Source: an optimization exercise on an open RTL-to-GDS flow (aim: small area, a short achievable clock period and few clock cycles per item). Production flows keep margins and buffers that such runs may drop.
RTL that was checked went through simulation tests only; none was proved equivalent to the original.
Power figures rest on the tool's default switching activity, not on a simulated workload.

Design DSP_CONV1D, start of the top module:
module DSP_CONV1D #(
    parameter AXI_DATA_WIDTH = 32,
    parameter AXI_ADDR_WIDTH = 5,  
    parameter DSP_DATA_WIDTH = 32,
    parameter MAX_CONV_LEN = 256,
    parameter MAX_KERNEL_LEN = 32
)(
    input  s_axi_clk,
    input  s_axi_resetn,  
    input  [AXI_ADDR_WIDTH-1:0] s_axi_awaddr,
    input  s_axi_awvalid,
    output reg s_axi_awready,
    input  [AXI_DATA_WIDTH-1:0] s_axi_wdata,
    input  [AXI_DATA_WIDTH/8-1:0] s_axi_wstrb,
    input  s_axi_wvalid,
    output reg s_axi_wready,
    output reg  s_axi_bvalid,
    input  s_axi_bready,
    output reg [1:0] s_axi_bresp,
    input  [AXI_ADDR_WIDTH-1:0] s_axi_araddr,
    input  s_axi_arvalid,
    output reg s_axi_arready,
    output reg [AXI_DATA_WIDTH-1:0] s_axi_rdata,
    output reg [1:0] s_axi_rresp,
    output reg s_axi_rvalid,
    input  s_axi_rready,
    output interrupt_o,
    output reg [DSP_DATA_WIDTH-1:0] dsp_mem_addr_o,
    input  [DSP_DATA_WIDTH-1:0] dsp_mem_rdata_i,
    output reg dsp_mem_req_o,
    input  dsp_mem_ack_i,
    output reg dsp_mem_we_o,
  ...
Settings: LEC_CHECK=0, ABC_CLOCK_PERIOD_IN_PS=3000, CAP_MARGIN=20, CORE_MARGIN=2, CORE_UTILIZATION=40, SLEW_MARGIN=20; clock period 9.0 ns.
standard.sh (not shown) runs the stock make flow with config.mk's settings and CLKGATE_MAP_FILE= SYNTH_SCRIPT=/design/flow/synth_recipe.tcl, a recipe that flattens the netlist after the stock synthesis.
==> flow/flow/run.sh <==
#!/bin/bash
set -euo pipefail
bash standard.sh SETUP_SLACK_MARGIN=5.8 "BUFFER_PORTS_ARGS=-buffer_cell sky130_fd_sc_hd__buf_4" finish > standard_finish.log 2>&1
The starting point passed the timing, design-rule and antenna checks.
Rerun with:
--- a/flow/design.v
+++ b/flow/design.v
@@ -306,21 +306,21 @@
             end
         end
     end
     wire m_free = !dsp_mem_req_o || dsp_mem_ack_i;
     wire want_r = r_act && (f_roomy_q || f_pop);
     wire wsel = wq_ne_q && !(r_act && f_roomy_q && f_cnt < 2);
     assign do_w = m_free && wsel;
     assign do_r = m_free && !wsel && want_r;
     reg [8:0]  w_idx;      
-    wire [31:0] kaddr_w = kernel_addr_r + {26'd0, r_kidx};
-    wire [31:0] xaddr_w = data_in_addr_r + {23'd0, rx_idx};
-    wire [31:0] raddr_w = r_k ? kaddr_w : xaddr_w;
+    wire [31:0] rbase   = r_k ? kernel_addr_r : data_in_addr_r;
+    wire [8:0]  ridx    = r_k ? {3'b0, r_kidx} : rx_idx;
+    wire [31:0] raddr_w = rbase + {23'd0, ridx};
     wire [31:0] waddr_w = data_out_addr_r + {23'd0, w_idx};
     wire [31:0] addr_nx = wsel ? waddr_w : raddr_w;
     always @(posedge s_axi_clk or negedge s_axi_resetn) begin
         if (!s_axi_resetn) begin
             dsp_mem_req_o <= 1'b0;
             dsp_mem_we_o  <= 1'b0;
         end else if (m_free) begin
             dsp_mem_req_o <= wq_ne_q || want_r;
             dsp_mem_we_o  <= wsel;
Outcome: Global-route usage went down by 0.51 points. Non-clock buffer count went down by 4. Maximum frequency barely changes. Power went down by 27%. Die area went down by 1.5%. Setup slack barely changes. Sequential power went down by 16%. Count of clock-buffer cells in the layout went up by 6.
Testbench counts after the change, summed over its fixed seeds: cycles 141,951, macs 128,917.
Only the layout flow was run in the first run of this note; the RTL was not checked for function there.


DSP_CONV1D, a different RTL version from the one above (not shown whole).
clock: 9.0 ns
lec_check: 0
abc_clock_period_in_ps: 3000
cap_margin: 20
core_margin: 2
core_utilization: 40
slew_margin: 20
==> flow/flow/run.sh <==
#!/bin/bash
set -euo pipefail
bash standard.sh SETUP_SLACK_MARGIN=6 "BUFFER_PORTS_ARGS=-buffer_cell sky130_fd_sc_hd__buf_4" finish > standard_finish.log 2>&1
The first run ran to the end with no violations.
Testbench counts at the start, summed over its fixed seeds: cycles 143,289, macs 128,917.
Edit:
--- a/flow/design.v
+++ b/flow/design.v
@@ -335,43 +335,41 @@
             dsp_mem_wdata_o <= wq[wq_rp];
         end
         if (start_q) w_idx <= 9'd0;
         else if (do_w) w_idx <= w_idx + 9'd1;
     end
     reg st_kload, st_run, st_flush, st_drain;
     reg [5:0]    c_tap;
     reg [LP-1:0] c_slot;
     reg [8:0]    c_nblk;
     reg          c_first;    
     reg          t0, tl, s0, sl;    
-    reg [31:0] a_q;          
     reg [47:0] ksel_q;       
     reg [31:0] dl [0:P-2];   
     wire need_f = t0 || s0 || sl;
     wire wr_op  = t0 && !c_first;
     wire iss_run = st_run && (!need_f || f_avail_q) && (!wr_op || wcredit_q);
     wire flush_wr = small_q ? ({1'b0, c_slot} <= nm1_q[LP:0]) : (c_slot >= skip_q);
     wire iss_flush = st_flush && (!flush_wr || wcredit_q);
     wire iss_kload = st_kload && f_avail_q;
     assign f_pop = iss_kload || (iss_run && need_f);
     assign w0_n = (iss_run && wr_op) || (iss_flush && flush_wr);
     wire [31:0] x_in = (t0 || sl) ? f_head : dl[0];
     wire [47:0] ksel_w;
     conv_booth_enc u_enc (.k(f_head), .sel(ksel_w));
     wire drained = !v0 && !v1 && !wq_ne_q && !dsp_mem_req_o;
     assign finish_w = st_drain && drained;
     integer di;
     always @(posedge s_axi_clk) begin
         if (iss_kload || (iss_run && s0 && !t0)) ksel_q <= ksel_w;
         if (iss_run) begin
-            a_q <= x_in;
             for (di = 0; di < P-2; di = di + 1) dl[di] <= dl[di+1];
             dl[P-2] <= x_in;
         end
     end
     always @(posedge s_axi_clk or negedge s_axi_resetn) begin
         if (!s_axi_resetn) begin
             st_kload <= 1'b0; st_run <= 1'b0; st_flush <= 1'b0; st_drain <= 1'b0;
             c_tap <= 6'd0; c_slot <= 0; c_nblk <= 9'd0; c_first <= 1'b0;
             t0 <= 1'b0; tl <= 1'b0; s0 <= 1'b0; sl <= 1'b0;
             v0 <= 1'b0; f0 <= 1'b0; w0 <= 1'b0;
             v1 <= 1'b0; f1 <= 1'b0; w1 <= 1'b0;
@@ -412,23 +410,23 @@
                 end
             end
             if (iss_flush && sl) begin
                 st_flush <= 1'b0;
                 st_drain <= 1'b1;
             end
             if (finish_w) st_drain <= 1'b0;
         end
     end
     wire [R*32-1:0] rows_w;
     reg  [R*32-1:0] rows_q;
-    conv_mul_s1 u_s1 (.x(a_q), .sel(ksel_q), .rows(rows_w));
+    conv_mul_s1 u_s1 (.x(dl[P-2]), .sel(ksel_q), .rows(rows_w));
     always @(posedge s_axi_clk) rows_q <= rows_w;
     reg  [31:0] ring [0:P-2];
     reg  [31:0] rcs0, rcs1;
     wire [31:0] acc_in = f1 ? 32'd0 : ring[0];
     wire [31:0] q0_w, q1_w;
     conv_mul_s2 u_s2 (.rows(rows_q), .acc(acc_in), .q0(q0_w), .q1(q1_w));
     integer ri;
     always @(posedge s_axi_clk) begin
         if (v1) begin
             for (ri = 0; ri < P-2; ri = ri + 1) ring[ri] <= ring[ri+1];
             ring[P-2] <= rcs0 + rcs1;
=>
- worst setup slack improves by 0.040 ns
- via count shrinks by 1.3%
- sequential power is about the same
- die area went down by about 0.7%
- non-clock buffer count came out higher by 4
- power went up by 1.8%
- final cell count fell by about 0.5%
- register-to-register slack gains 0.14 ns
For the second run of this note, only the layout was checked, not whether the RTL still works.

-- static timing again, ports no longer ideal --
Ports are ideal in the flow. The routed layouts listed here were re-timed in OpenROAD.
Step 1, drivers: a clkbuf_16 drives s_axi_clk and a buf_2 each remaining input, both assumed.
Step 2 times the ports against the registers' clock, not the clock port: input delays grow and output delays shrink by t, the midpoint of the rising clock arrivals with the driver on.
Three values: no drivers, after step 1, after step 2; two values: the first two.
run	t, ns	setup slack, ns	hold slack, ns	worst slew at a driven data input, ns	pins driven straight from the clock port
the first run of note 1	0.789	5.817 / 5.739 / 5.156	0.354 / 0.354 / 0.354	0.15	1
the second run of note 1	0.784	5.817 / 5.750 / 5.214	0.364 / 0.364 / 0.364	0.17	1
the first run of note 2	0.787	5.804 / 5.785 / 5.305	0.347 / 0.347 / 0.347	0.14	1
the second run of note 2	0.776	5.845 / 5.775 / 5.274	0.354 / 0.354 / 0.354	0.14	1
After both steps every run listed still meets setup and hold. The setup slack of the first run of note 1, which loses most, moves by -0.078 ns with the drivers and by -0.661 ns with both steps.
